Context: an optimization exercise on an open-source flow, tuned for a short achievable clock period and few clock cycles per item. The choices shown serve that exercise and are no tape-out recipe. Only the layout flow was run in this run; the RTL was not checked for function there.

**design.v**
```verilog
`timescale 1ns / 1ps
module divider#(
  parameter WIDTH    = 32,
  parameter CACHING  =  0,
  parameter INIT_VLD =  0
)(
  input clk,
  input rst,
  input start,
  input      [WIDTH-1:0] dividend,
  input      [WIDTH-1:0] divisor,
  output     [WIDTH-1:0] quotient,
  output     [WIDTH-1:0] remainder,
  output reg zeroErr,
  output valid
);
  reg          vld;
  reg [2:0]    cnt;
  reg [31:0]   P;                
  reg [34:0]   AQ;               
  reg [1146:0]  M;               
  assign valid     = vld;
  assign quotient  = AQ[31:0];
  assign remainder = P;
  wire          quick, zeroDivide;
  wire [31:0]   alP;
  wire [34:0]   alAQ;
  wire [2:0]    alCnt;
  wire [1146:0]  mul;
  wire [31:0]   nextP;
  wire [4:0]    digit;
  divider_align u_align (.dividend(dividend), .divisor(divisor), .quick(quick),
    .zeroDivide(zeroDivide), .alP(alP), .alAQ(alAQ), .alCnt(alCnt));
  divider_mults u_mults (.d(divisor), .m(mul));
  divider_step u_step (.ps({P, AQ[34:30]}), .m(M), .nextP(nextP), .digit(digit));
  always @(posedge clk) begin
    if (rst) begin
      vld <= 1'b0;
      cnt <= 0;
    end else if (start) begin
      vld <= quick;
      cnt <= quick ? 3'd0 : alCnt;
    end else if (cnt != 0) begin
      cnt <= cnt - 1'b1;
      if (cnt == 1) vld <= 1'b1;
    end
  end
  always @(posedge clk) begin
    if (rst) zeroErr <= 1'b0;
    else if (start) zeroErr <= zeroDivide;
  end
  always @(posedge clk) begin
    if (start) M <= mul;
  end
  always @(posedge clk) begin
    if (start) begin
      P  <= alP;
      AQ <= alAQ;
    end else if (cnt != 0) begin
      P  <= nextP;
      AQ <= {AQ[29:0], digit};
    end
  end
endmodule
module divider_align (
  input  [31:0] dividend,
  input  [31:0] divisor,
  output        quick,
  output        zeroDivide,
  output [31:0] alP,
  output [34:0] alAQ,
  output [2:0] alCnt
);
  wire [7:0] lt;    
  assign lt[0] = dividend[31:1] < divisor;
  assign lt[1] = dividend[31:6] < divisor;
  assign lt[2] = dividend[31:11] < divisor;
  assign lt[3] = dividend[31:16] < divisor;
  assign lt[4] = dividend[31:21] < divisor;
  assign lt[5] = dividend[31:26] < divisor;
  assign lt[6] = dividend[31:31] < divisor;
  assign lt[7] = divisor != 0;
  wire [7:0] first = lt & ~{lt[6:0], 1'b0};
  assign zeroDivide = divisor == 0;
  assign quick = zeroDivide | lt[0];
  wire [32:0] s0 = {1'b0, dividend} - {1'b0, divisor};
  wire [31:0] cand0 = s0[32] ? dividend : s0[31:0];
  wire [32:0] s1 = {1'b0, {5'd0, dividend[31:5]}} - {1'b0, divisor};
  wire [31:0] cand1 = s1[32] ? {5'd0, dividend[31:5]} : s1[31:0];
  wire [32:0] s2 = {1'b0, {10'd0, dividend[31:10]}} - {1'b0, divisor};
  wire [31:0] cand2 = s2[32] ? {10'd0, dividend[31:10]} : s2[31:0];
  wire [32:0] s3 = {1'b0, {15'd0, dividend[31:15]}} - {1'b0, divisor};
  wire [31:0] cand3 = s3[32] ? {15'd0, dividend[31:15]} : s3[31:0];
  wire [32:0] s4 = {1'b0, {20'd0, dividend[31:20]}} - {1'b0, divisor};
  wire [31:0] cand4 = s4[32] ? {20'd0, dividend[31:20]} : s4[31:0];
  wire [32:0] s5 = {1'b0, {25'd0, dividend[31:25]}} - {1'b0, divisor};
  wire [31:0] cand5 = s5[32] ? {25'd0, dividend[31:25]} : s5[31:0];
  wire [32:0] s6 = {1'b0, {30'd0, dividend[31:30]}} - {1'b0, divisor};
  wire [31:0] cand6 = s6[32] ? {30'd0, dividend[31:30]} : s6[31:0];
  assign alP = ({32{first[0]}} & cand0) |
               ({32{first[1]}} & cand1) |
               ({32{first[2]}} & cand2) |
               ({32{first[3]}} & cand3) |
               ({32{first[4]}} & cand4) |
               ({32{first[5]}} & cand5) |
               ({32{first[6]}} & cand6);
  assign alAQ = ({35{first[1]}} & {dividend[4:0], 30'd0}) |
                ({35{first[2]}} & {dividend[9:0], 25'd0}) |
                ({35{first[3]}} & {dividend[14:0], 20'd0}) |
                ({35{first[4]}} & {dividend[19:0], 15'd0}) |
                ({35{first[5]}} & {dividend[24:0], 10'd0}) |
                ({35{first[6]}} & {dividend[29:0], 5'd0}) |
                ({35{first[7]}} & {3'd0, dividend[31:0]}) |
                {34'd0, (first[0] & ~s0[32]) | (first[1] & ~s1[32]) | (first[2] & ~s2[32]) | (first[3] & ~s3[32]) | (first[4] & ~s4[32]) | (first[5] & ~s5[32]) | (first[6] & ~s6[32])};
  assign alCnt = ({3{first[1]}} & 3'd1) |
                 ({3{first[2]}} & 3'd2) |
                 ({3{first[3]}} & 3'd3) |
                 ({3{first[4]}} & 3'd4) |
                 ({3{first[5]}} & 3'd5) |
                 ({3{first[6]}} & 3'd6) |
                 ({3{first[7]}} & 3'd7);
endmodule
module divider_mults (
  input  [31:0] d,
  output [1146:0] m
);
  wire [36:0] X = {5'd0, d};
  wire [36:0] mul1 = X;
  assign m[36:0] = mul1;
  wire [36:0] mul2 = (X << 1);
  assign m[73:37] = mul2;
  wire [36:0] mul3 = X + (X << 1);
  assign m[110:74] = mul3;
  wire [36:0] mul4 = (X << 2);
  assign m[147:111] = mul4;
  wire [36:0] mul5 = X + (X << 2);
  assign m[184:148] = mul5;
  wire [36:0] mul6 = (X << 1) + (X << 2);
  assign m[221:185] = mul6;
  wire [36:0] mul7 = (X << 3) - X;
  assign m[258:222] = mul7;
  wire [36:0] mul8 = (X << 3);
  assign m[295:259] = mul8;
  wire [36:0] mul9 = X + (X << 3);
  assign m[332:296] = mul9;
  wire [36:0] mul10 = (X << 1) + (X << 3);
  assign m[369:333] = mul10;
  wire [36:0] mul11_s0 = X ^ (X << 1) ^ (X << 3);
  wire [36:0] mul11_c0 = ((X & (X << 1)) | (X & (X << 3)) | ((X << 1) & (X << 3))) << 1;
  wire [36:0] mul11 = mul11_s0 + mul11_c0;
  assign m[406:370] = mul11;
  wire [36:0] mul12 = (X << 2) + (X << 3);
  assign m[443:407] = mul12;
  wire [36:0] mul13_s0 = X ^ (X << 2) ^ (X << 3);
  wire [36:0] mul13_c0 = ((X & (X << 2)) | (X & (X << 3)) | ((X << 2) & (X << 3))) << 1;
  wire [36:0] mul13 = mul13_s0 + mul13_c0;
  assign m[480:444] = mul13;
  wire [36:0] mul14 = (X << 4) - (X << 1);
  assign m[517:481] = mul14;
  wire [36:0] mul15 = (X << 4) - X;
  assign m[554:518] = mul15;
  wire [36:0] mul16 = (X << 4);
  assign m[591:555] = mul16;
  wire [36:0] mul17 = X + (X << 4);
  assign m[628:592] = mul17;
  wire [36:0] mul18 = (X << 1) + (X << 4);
  assign m[665:629] = mul18;
  wire [36:0] mul19_s0 = X ^ (X << 1) ^ (X << 4);
  wire [36:0] mul19_c0 = ((X & (X << 1)) | (X & (X << 4)) | ((X << 1) & (X << 4))) << 1;
  wire [36:0] mul19 = mul19_s0 + mul19_c0;
  assign m[702:666] = mul19;
  wire [36:0] mul20 = (X << 2) + (X << 4);
  assign m[739:703] = mul20;
  wire [36:0] mul21_s0 = X ^ (X << 2) ^ (X << 4);
  wire [36:0] mul21_c0 = ((X & (X << 2)) | (X & (X << 4)) | ((X << 2) & (X << 4))) << 1;
  wire [36:0] mul21 = mul21_s0 + mul21_c0;
  assign m[776:740] = mul21;
  wire [36:0] mul22_s0 = (X << 1) ^ (X << 2) ^ (X << 4);
  wire [36:0] mul22_c0 = (((X << 1) & (X << 2)) | ((X << 1) & (X << 4)) | ((X << 2) & (X << 4))) << 1;
  wire [36:0] mul22 = mul22_s0 + mul22_c0;
  assign m[813:777] = mul22;
  wire [36:0] mul23_s0 = ~X ^ (X << 3) ^ (X << 4);
  wire [36:0] mul23_c0 = ((~X & (X << 3)) | (~X & (X << 4)) | ((X << 3) & (X << 4))) << 1;
  wire [36:0] mul23_s1 = mul23_s0 ^ mul23_c0 ^ 37'd1;
  wire [36:0] mul23_c1 = ((mul23_s0 & mul23_c0) | (mul23_s0 & 37'd1) | (mul23_c0 & 37'd1)) << 1;
  wire [36:0] mul23 = mul23_s1 + mul23_c1;
  assign m[850:814] = mul23;
  wire [36:0] mul24 = (X << 3) + (X << 4);
  assign m[887:851] = mul24;
  wire [36:0] mul25_s0 = X ^ (X << 3) ^ (X << 4);
  wire [36:0] mul25_c0 = ((X & (X << 3)) | (X & (X << 4)) | ((X << 3) & (X << 4))) << 1;
  wire [36:0] mul25 = mul25_s0 + mul25_c0;
  assign m[924:888] = mul25;
  wire [36:0] mul26_s0 = (X << 1) ^ (X << 3) ^ (X << 4);
  wire [36:0] mul26_c0 = (((X << 1) & (X << 3)) | ((X << 1) & (X << 4)) | ((X << 3) & (X << 4))) << 1;
  wire [36:0] mul26 = mul26_s0 + mul26_c0;
  assign m[961:925] = mul26;
  wire [36:0] mul27_s0 = ~X ^ ~(X << 2) ^ (X << 5);
  wire [36:0] mul27_c0 = ((~X & ~(X << 2)) | (~X & (X << 5)) | (~(X << 2) & (X << 5))) << 1;
  wire [36:0] mul27_s1 = mul27_s0 ^ mul27_c0 ^ 37'd2;
  wire [36:0] mul27_c1 = ((mul27_s0 & mul27_c0) | (mul27_s0 & 37'd2) | (mul27_c0 & 37'd2)) << 1;
  wire [36:0] mul27 = mul27_s1 + mul27_c1;
  assign m[998:962] = mul27;
  wire [36:0] mul28 = (X << 5) - (X << 2);
  assign m[1035:999] = mul28;
  wire [36:0] mul29_s0 = X ^ ~(X << 2) ^ (X << 5);
  wire [36:0] mul29_c0 = ((X & ~(X << 2)) | (X & (X << 5)) | (~(X << 2) & (X << 5))) << 1;
  wire [36:0] mul29_s1 = mul29_s0 ^ mul29_c0 ^ 37'd1;
  wire [36:0] mul29_c1 = ((mul29_s0 & mul29_c0) | (mul29_s0 & 37'd1) | (mul29_c0 & 37'd1)) << 1;
  wire [36:0] mul29 = mul29_s1 + mul29_c1;
  assign m[1072:1036] = mul29;
  wire [36:0] mul30 = (X << 5) - (X << 1);
  assign m[1109:1073] = mul30;
  wire [36:0] mul31 = (X << 5) - X;
  assign m[1146:1110] = mul31;
endmodule
module divider_sub (
  input  [36:0] ps,
  input  [36:0] m,
  output        ge,
  output [31:0] diff
);
  wire [37:0] t = {1'b0, ps} - {1'b0, m};
  assign ge = ~t[37];
  assign diff = t[31:0];
endmodule
module divider_step (
  input  [36:0] ps,
  input  [1146:0] m,
  output [31:0] nextP,
  output [4:0] digit
);
  wire [31:0] ge;
  wire [1023:0] t;
  assign ge[0] = 1'b1;
  assign t[31:0] = ps[31:0];
  divider_sub u_sub1 (.ps(ps), .m(m[36:0]), .ge(ge[1]), .diff(t[63:32]));
  divider_sub u_sub2 (.ps(ps), .m(m[73:37]), .ge(ge[2]), .diff(t[95:64]));
  divider_sub u_sub3 (.ps(ps), .m(m[110:74]), .ge(ge[3]), .diff(t[127:96]));
  divider_sub u_sub4 (.ps(ps), .m(m[147:111]), .ge(ge[4]), .diff(t[159:128]));
  divider_sub u_sub5 (.ps(ps), .m(m[184:148]), .ge(ge[5]), .diff(t[191:160]));
  divider_sub u_sub6 (.ps(ps), .m(m[221:185]), .ge(ge[6]), .diff(t[223:192]));
  divider_sub u_sub7 (.ps(ps), .m(m[258:222]), .ge(ge[7]), .diff(t[255:224]));
  divider_sub u_sub8 (.ps(ps), .m(m[295:259]), .ge(ge[8]), .diff(t[287:256]));
  divider_sub u_sub9 (.ps(ps), .m(m[332:296]), .ge(ge[9]), .diff(t[319:288]));
  divider_sub u_sub10 (.ps(ps), .m(m[369:333]), .ge(ge[10]), .diff(t[351:320]));
  divider_sub u_sub11 (.ps(ps), .m(m[406:370]), .ge(ge[11]), .diff(t[383:352]));
  divider_sub u_sub12 (.ps(ps), .m(m[443:407]), .ge(ge[12]), .diff(t[415:384]));
  divider_sub u_sub13 (.ps(ps), .m(m[480:444]), .ge(ge[13]), .diff(t[447:416]));
  divider_sub u_sub14 (.ps(ps), .m(m[517:481]), .ge(ge[14]), .diff(t[479:448]));
  divider_sub u_sub15 (.ps(ps), .m(m[554:518]), .ge(ge[15]), .diff(t[511:480]));
  divider_sub u_sub16 (.ps(ps), .m(m[591:555]), .ge(ge[16]), .diff(t[543:512]));
  divider_sub u_sub17 (.ps(ps), .m(m[628:592]), .ge(ge[17]), .diff(t[575:544]));
  divider_sub u_sub18 (.ps(ps), .m(m[665:629]), .ge(ge[18]), .diff(t[607:576]));
  divider_sub u_sub19 (.ps(ps), .m(m[702:666]), .ge(ge[19]), .diff(t[639:608]));
  divider_sub u_sub20 (.ps(ps), .m(m[739:703]), .ge(ge[20]), .diff(t[671:640]));
  divider_sub u_sub21 (.ps(ps), .m(m[776:740]), .ge(ge[21]), .diff(t[703:672]));
  divider_sub u_sub22 (.ps(ps), .m(m[813:777]), .ge(ge[22]), .diff(t[735:704]));
  divider_sub u_sub23 (.ps(ps), .m(m[850:814]), .ge(ge[23]), .diff(t[767:736]));
  divider_sub u_sub24 (.ps(ps), .m(m[887:851]), .ge(ge[24]), .diff(t[799:768]));
  divider_sub u_sub25 (.ps(ps), .m(m[924:888]), .ge(ge[25]), .diff(t[831:800]));
  divider_sub u_sub26 (.ps(ps), .m(m[961:925]), .ge(ge[26]), .diff(t[863:832]));
  divider_sub u_sub27 (.ps(ps), .m(m[998:962]), .ge(ge[27]), .diff(t[895:864]));
  divider_sub u_sub28 (.ps(ps), .m(m[1035:999]), .ge(ge[28]), .diff(t[927:896]));
  divider_sub u_sub29 (.ps(ps), .m(m[1072:1036]), .ge(ge[29]), .diff(t[959:928]));
  divider_sub u_sub30 (.ps(ps), .m(m[1109:1073]), .ge(ge[30]), .diff(t[991:960]));
  divider_sub u_sub31 (.ps(ps), .m(m[1146:1110]), .ge(ge[31]), .diff(t[1023:992]));
  wire [31:0] mx0_0 = ge[1] ? t[63:32] : t[31:0];
  wire [4:0] dx0_0 = ge[1] ? 5'd1 : 5'd0;
  wire [31:0] mx0_1 = ge[3] ? t[127:96] : t[95:64];
  wire [4:0] dx0_1 = ge[3] ? 5'd3 : 5'd2;
  wire [31:0] mx0_2 = ge[5] ? t[191:160] : t[159:128];
  wire [4:0] dx0_2 = ge[5] ? 5'd5 : 5'd4;
  wire [31:0] mx0_3 = ge[7] ? t[255:224] : t[223:192];
  wire [4:0] dx0_3 = ge[7] ? 5'd7 : 5'd6;
  wire [31:0] mx0_4 = ge[9] ? t[319:288] : t[287:256];
  wire [4:0] dx0_4 = ge[9] ? 5'd9 : 5'd8;
  wire [31:0] mx0_5 = ge[11] ? t[383:352] : t[351:320];
  wire [4:0] dx0_5 = ge[11] ? 5'd11 : 5'd10;
  wire [31:0] mx0_6 = ge[13] ? t[447:416] : t[415:384];
  wire [4:0] dx0_6 = ge[13] ? 5'd13 : 5'd12;
  wire [31:0] mx0_7 = ge[15] ? t[511:480] : t[479:448];
  wire [4:0] dx0_7 = ge[15] ? 5'd15 : 5'd14;
  wire [31:0] mx0_8 = ge[17] ? t[575:544] : t[543:512];
  wire [4:0] dx0_8 = ge[17] ? 5'd17 : 5'd16;
  wire [31:0] mx0_9 = ge[19] ? t[639:608] : t[607:576];
  wire [4:0] dx0_9 = ge[19] ? 5'd19 : 5'd18;
  wire [31:0] mx0_10 = ge[21] ? t[703:672] : t[671:640];
  wire [4:0] dx0_10 = ge[21] ? 5'd21 : 5'd20;
  wire [31:0] mx0_11 = ge[23] ? t[767:736] : t[735:704];
  wire [4:0] dx0_11 = ge[23] ? 5'd23 : 5'd22;
  wire [31:0] mx0_12 = ge[25] ? t[831:800] : t[799:768];
  wire [4:0] dx0_12 = ge[25] ? 5'd25 : 5'd24;
  wire [31:0] mx0_13 = ge[27] ? t[895:864] : t[863:832];
  wire [4:0] dx0_13 = ge[27] ? 5'd27 : 5'd26;
  wire [31:0] mx0_14 = ge[29] ? t[959:928] : t[927:896];
  wire [4:0] dx0_14 = ge[29] ? 5'd29 : 5'd28;
  wire [31:0] mx0_15 = ge[31] ? t[1023:992] : t[991:960];
  wire [4:0] dx0_15 = ge[31] ? 5'd31 : 5'd30;
  wire [31:0] mx1_0 = ge[2] ? mx0_1 : mx0_0;
  wire [4:0] dx1_0 = ge[2] ? dx0_1 : dx0_0;
  wire [31:0] mx1_1 = ge[6] ? mx0_3 : mx0_2;
  wire [4:0] dx1_1 = ge[6] ? dx0_3 : dx0_2;
  wire [31:0] mx1_2 = ge[10] ? mx0_5 : mx0_4;
  wire [4:0] dx1_2 = ge[10] ? dx0_5 : dx0_4;
  wire [31:0] mx1_3 = ge[14] ? mx0_7 : mx0_6;
  wire [4:0] dx1_3 = ge[14] ? dx0_7 : dx0_6;
  wire [31:0] mx1_4 = ge[18] ? mx0_9 : mx0_8;
  wire [4:0] dx1_4 = ge[18] ? dx0_9 : dx0_8;
  wire [31:0] mx1_5 = ge[22] ? mx0_11 : mx0_10;
  wire [4:0] dx1_5 = ge[22] ? dx0_11 : dx0_10;
  wire [31:0] mx1_6 = ge[26] ? mx0_13 : mx0_12;
  wire [4:0] dx1_6 = ge[26] ? dx0_13 : dx0_12;
  wire [31:0] mx1_7 = ge[30] ? mx0_15 : mx0_14;
  wire [4:0] dx1_7 = ge[30] ? dx0_15 : dx0_14;
  wire [31:0] mx2_0 = ge[4] ? mx1_1 : mx1_0;
  wire [4:0] dx2_0 = ge[4] ? dx1_1 : dx1_0;
  wire [31:0] mx2_1 = ge[12] ? mx1_3 : mx1_2;
  wire [4:0] dx2_1 = ge[12] ? dx1_3 : dx1_2;
  wire [31:0] mx2_2 = ge[20] ? mx1_5 : mx1_4;
  wire [4:0] dx2_2 = ge[20] ? dx1_5 : dx1_4;
  wire [31:0] mx2_3 = ge[28] ? mx1_7 : mx1_6;
  wire [4:0] dx2_3 = ge[28] ? dx1_7 : dx1_6;
  wire [31:0] mx3_0 = ge[8] ? mx2_1 : mx2_0;
  wire [4:0] dx3_0 = ge[8] ? dx2_1 : dx2_0;
  wire [31:0] mx3_1 = ge[24] ? mx2_3 : mx2_2;
  wire [4:0] dx3_1 = ge[24] ? dx2_3 : dx2_2;
  wire [31:0] mx4_0 = ge[16] ? mx3_1 : mx3_0;
  wire [4:0] dx4_0 = ge[16] ? dx3_1 : dx3_0;
  assign nextP = mx4_0;
  assign digit = dx4_0;
endmodule
```
**run.sh**
```bash
#!/bin/bash
# synth_recipe.tcl (not shown) runs the flow's synth.tcl, then flattens the netlist and writes it again
# the make line also repeats each setting of config.mk as NAME=value (left out here)
make -C /OpenROAD-flow-scripts/flow DESIGN_CONFIG=/design/flow/config.mk WORK_HOME=/design/flow/orfs CLKGATE_MAP_FILE= SYNTH_SCRIPT=/design/flow/synth_recipe.tcl finish
```
**config.mk**
```make
export PLATFORM = sky130hd
export DESIGN_NAME = divider
export DESIGN_NICKNAME = divider
export VERILOG_FILES = /design/flow/design.v
export SDC_FILE = /design/flow/constraint.sdc
export NUM_CORES = 4
export LEC_CHECK = 0
export CAP_MARGIN = 20
export CORE_MARGIN = 2
export CORE_UTILIZATION = 40
export SETUP_SLACK_MARGIN = 4.5
export SLEW_MARGIN = 20
export SYNTH_HIERARCHICAL = 1
```
**constraint.sdc**
```tcl
create_clock -name core_clock -period 7.0 [get_ports {clk}]
set_input_delay 1.4000 -clock core_clock [delete_from_list [all_inputs] [get_ports {clk}]]
set_output_delay 1.4000 -clock core_clock [all_outputs]
set_load 0.01 [all_outputs]
```
==> flow_summary.ini <==
[outcome]
outcome = no timing/DRC/antenna violations

[setup_path]
worstPathRequired_ps = 7810
start_kind = register
r2r_end = P[8]
critPathTopFamily = compound AO/OA/AOI/OAI gates
cp_num_buf_inv = 6
worst-r2r-cell-count = 21
critPathKind = register to register
reg2reg_slack_ps = 1450
crit_arrival_ps = 6360
cpMostUsedCell = buf_12
cp_max_fo = 16
crit_chain = buf_12, buf_12, buf_16, ha_4, o211ai_1, a21oi_2, o22a_2, o211ai_4, o31ai_4, a41oi_4, a21oi_2, a41oi_2, o31ai_4, buf_12, nand2_8, buf_12, a211oi_2, a2111oi_4, buf_6, a21oi_4, mux2_4
endpoint_kind = register
slowest_delay_ps = 810
crit_slowest_cell = a211oi_2
rr_startpoint = AQ[34]

[grt]
grt_usage = 0.365
antenna_found_initial = 22
grt_max_degree = 152
grt_pass1_vias = 132233
grt_remaining_overflow = 0
grt_pass1_wl_mm = 1010

[timing]
hold_ws_ps = 514
rsz0062_at_grt = true
tns_ps = 0
slew_headroom = 0.258
finalMaxSlewViolations = 0
max_clock_freq_mhz = 180
setup_violations = 0
hold_violations = 0
layout_min_cycle_time_ps = 5550
period_share = 0.793
tightest_slew_ps = 1110
fin_worst_skew_ps = 88.8

[cells_and_area]
multiInputGateArea_um2 = 118000
design_area_um2 = 197000
instances_no_fill = 23614
nNetsFinal = 20780
drive_gt1_frac = 0.249
regArea_um2 = 36600
fillers = 34212
area_growth_pct = 28.9

[die]
initial_utilization = 0.402
pin_count = 133
die_y_um = 622
coreArea_um2 = 379000
rows = 226
die_area_um2 = 386000
dieWidth_um = 622

[placement]
place_hpwl_mm = 536
placed_area_um2 = 162000
place.gp.congestion = 1.03
port-buffer-count = 132
dpl.cell_count = 21906

[drt]
dr_total_vias = 147361
drc = 0
wirelength_mm = 754
antenna_left = 0
post_drt_wl_per_cell_um = 31.9
drt_iter0_drc = 20416
dr.pass1.iters = 9
via_per_inst = 6.24

[clock_network]
clockRootBuffer = clkbuf_16
ctsLongestPathBuffers = 4
cts_tree = done
hold_buffers = 0
cts_inserted_buffers = 173
htreeDepth = 4
insertion_delay_ps = 970
cts_sinks = 1219
path_clk_slew_ps = 70

[synthesis]
ys_async_sr_fraction = 0
syn_area_um2 = 153000
synth_flop_cell = edfxtp_1
syn_avg_cell_area_um2 = 8.80
yosysWarnings = 7
synth_seq_cells = 1219
yosysSeqAreaShare = 0.240
yosysTopAreaCell = edfxtp_1
synth_edf_count = 1214
yosys.area.top_type_share = 0.239
synth_area_leaders = edfxtp_1 24%, ha_1 16%, a21oi_1 5.2%
synthCells = 17334
yosysUniqueCellTypes = 127

[flow_run]
max_cap_violations = 0

[hold_path]
hold_path_depth = 2
hold_path.startpoint = zeroErr
holdPathEnd = zeroErr
hold_path_class = register to register

[power]
power_density_nw_per_um2 = 514
p_leak_nw = 85.6
power_mw = 101
ir_drop_v = 0.000318
[flip-flops by register name, summed over array words and instances (netlist names)]
register and cells:
zeroErr 1, P 32, vld 1, cnt 3
AQ 35, M 1147
[synth_stat cells, types with 470 or more instances]
library cell,number
nor2_1,917
nand2_1,793
a21o_1,786
edfxtp_1,1214
a21oi_1,1590
xor2_1,495
o21ai_0,845
buf_4,710
a211oi_1,470
inv_1,1847
ha_1,1988
xnor2_1,796
[power breakdown]
part	switching, mW	internal [mW]	total, mW
Clock	4.11	5.38	9.50
Combinational	49.9	31.1	81.0
Sequential	0.582	10.0	10.6
[how the worst max path moves through the flow]
stage                 from    end  cells after the start
finish              AQ[34]   P[8]                     21
detailed placement  AQ[30]  P[24]                     19
floorplan           AQ[31]  P[10]                     18
global placement    AQ[30]  P[24]                     19
CTS                 AQ[34]  P[19]                     22
global route         P[11]  P[19]                     19
[through the flow]
step	worst slack, ps	util
2_1_floorplan	2170	-
4_1_cts	1630	0.498
3_3_place_gp	508	0.426
5_1_grt	1510	0.518
3_5_place_dp	472	0.426
6_report	1450	0.519
[cell families after synthesis]
kind of cell    share of synthesized area
buf+inv                            0.0920
compound gates                      0.241
other cells                     0.0000246
simple gates                        0.124
xor+xnor                           0.0741
flops                               0.240
fa+ha+maj                           0.200
mux                                0.0297
[cells in the final DEF, fill, tap and decap left out, drive strengths merged, types with 87 or more instances in the layout]
| cell type | Yosys | final |
|---|---|---|
| nand3 | 379 | 379 |
| o31a | 110 | 110 |
| inv | 1850 | 1811 |
| fa | 279 | 279 |
| clkbuf | 272 | 217 |
| a31oi | 131 | 131 |
| o211ai | 122 | 122 |
| nand2b | 327 | 328 |
| mux2 | 103 | 103 |
| nand4 | 192 | 192 |
| or2 | 120 | 120 |
| or3 | 108 | 108 |
| nor2 | 927 | 927 |
| a21oi | 1625 | 1625 |
| ha | 1988 | 1988 |
| xnor2 | 796 | 796 |
| o21a | 222 | 222 |
| mux2i | 334 | 334 |
| nor3 | 252 | 252 |
| a211oi | 474 | 474 |
| a41oi | 115 | 115 |
| edfxtp | 1214 | 1214 |
| nor2b | 320 | 320 |
| and3 | 87 | 87 |
| a21o | 786 | 786 |
| buf | 838 | 1930 |
| o21ai | 953 | 953 |
| o31ai | 104 | 104 |
| xor2 | 495 | 495 |
| o21bai | 103 | 103 |
| nand2 | 793 | 793 |
[what timing repair did]
action | CTS | global route
cloned | 63 | 12
pin swaps | 704 | 650
gates resized for setup | 2568 | 836
buffers inserted | 914 | 392
setup endpoints to repair | 1118 | 1013
[per-module statistics from Yosys (local to each module, per instance)]
module / flip-flops and latches / times used / cell area (µm²) / cells inside
divider: 1219 / 1 / 37800 / 1353
divider_mults: 0 / 1 / 36000 / 4595
divider_align: 0 / 1 / 11600 / 1667
divider_sub: 0 / 31 / 1850 / 270
divider_step: 0 / 1 / 9850 / 1349
[routing by layer]
layer / share of wire / global-route usage / up-vias
li1: - / - / 64549
met1: 0.41 / 0.498 / 71696
met2: 0.38 / 0.489 / 9231
met3: 0.13 / 0.106 / 1869
met4: 0.086 / 0.254 / 16
met5: 0.00013 / 0 / -
[layout make-up]
class / count / area share
clock buffer: 201 / 0.0228
clock inverter: 112 / 0.00633
timing repair buffer: 1994 / 0.117
sequential: 1219 / 0.186
inverter: 1855 / 0.0364
tap: 5016 / 0.0319
antenna: 14 / 0.000178
multi-input combinational: 13203 / 0.600
[tightest hold or removal path: stages (launching register included)]
cell     delay [ps]
dfxtp_2         340
mux2i_1          60
nor2_1           80

-- port drivers added, routing unchanged --
No port has a modelled driver above. Below, the same layout with a new extraction and two added sets of constraints. Step 1, drivers: a clkbuf_16 drives clk and a buf_2 each remaining input, both assumed. Step 2 moves the port delays by t, midway between the first and last clock arrival at a register: inputs arrive t later, outputs are due t later. That takes back most of the time a late clock gives input paths. Three values: ideal ports, drivers, drivers and shift; two values: the first two.
t, ns: 1.045
setup WS [ns]: 1.451 / 1.451 / 0.833
clock arrival spread, ns: 0.089 / 0.088
worst slew at a driven data input, ns: 0.43
cell pins on the clock port's net: 1
After both steps setup and hold are still met in this run. The setup slack of this run moves by 0.000 ns with the drivers and by -0.618 ns with both steps.
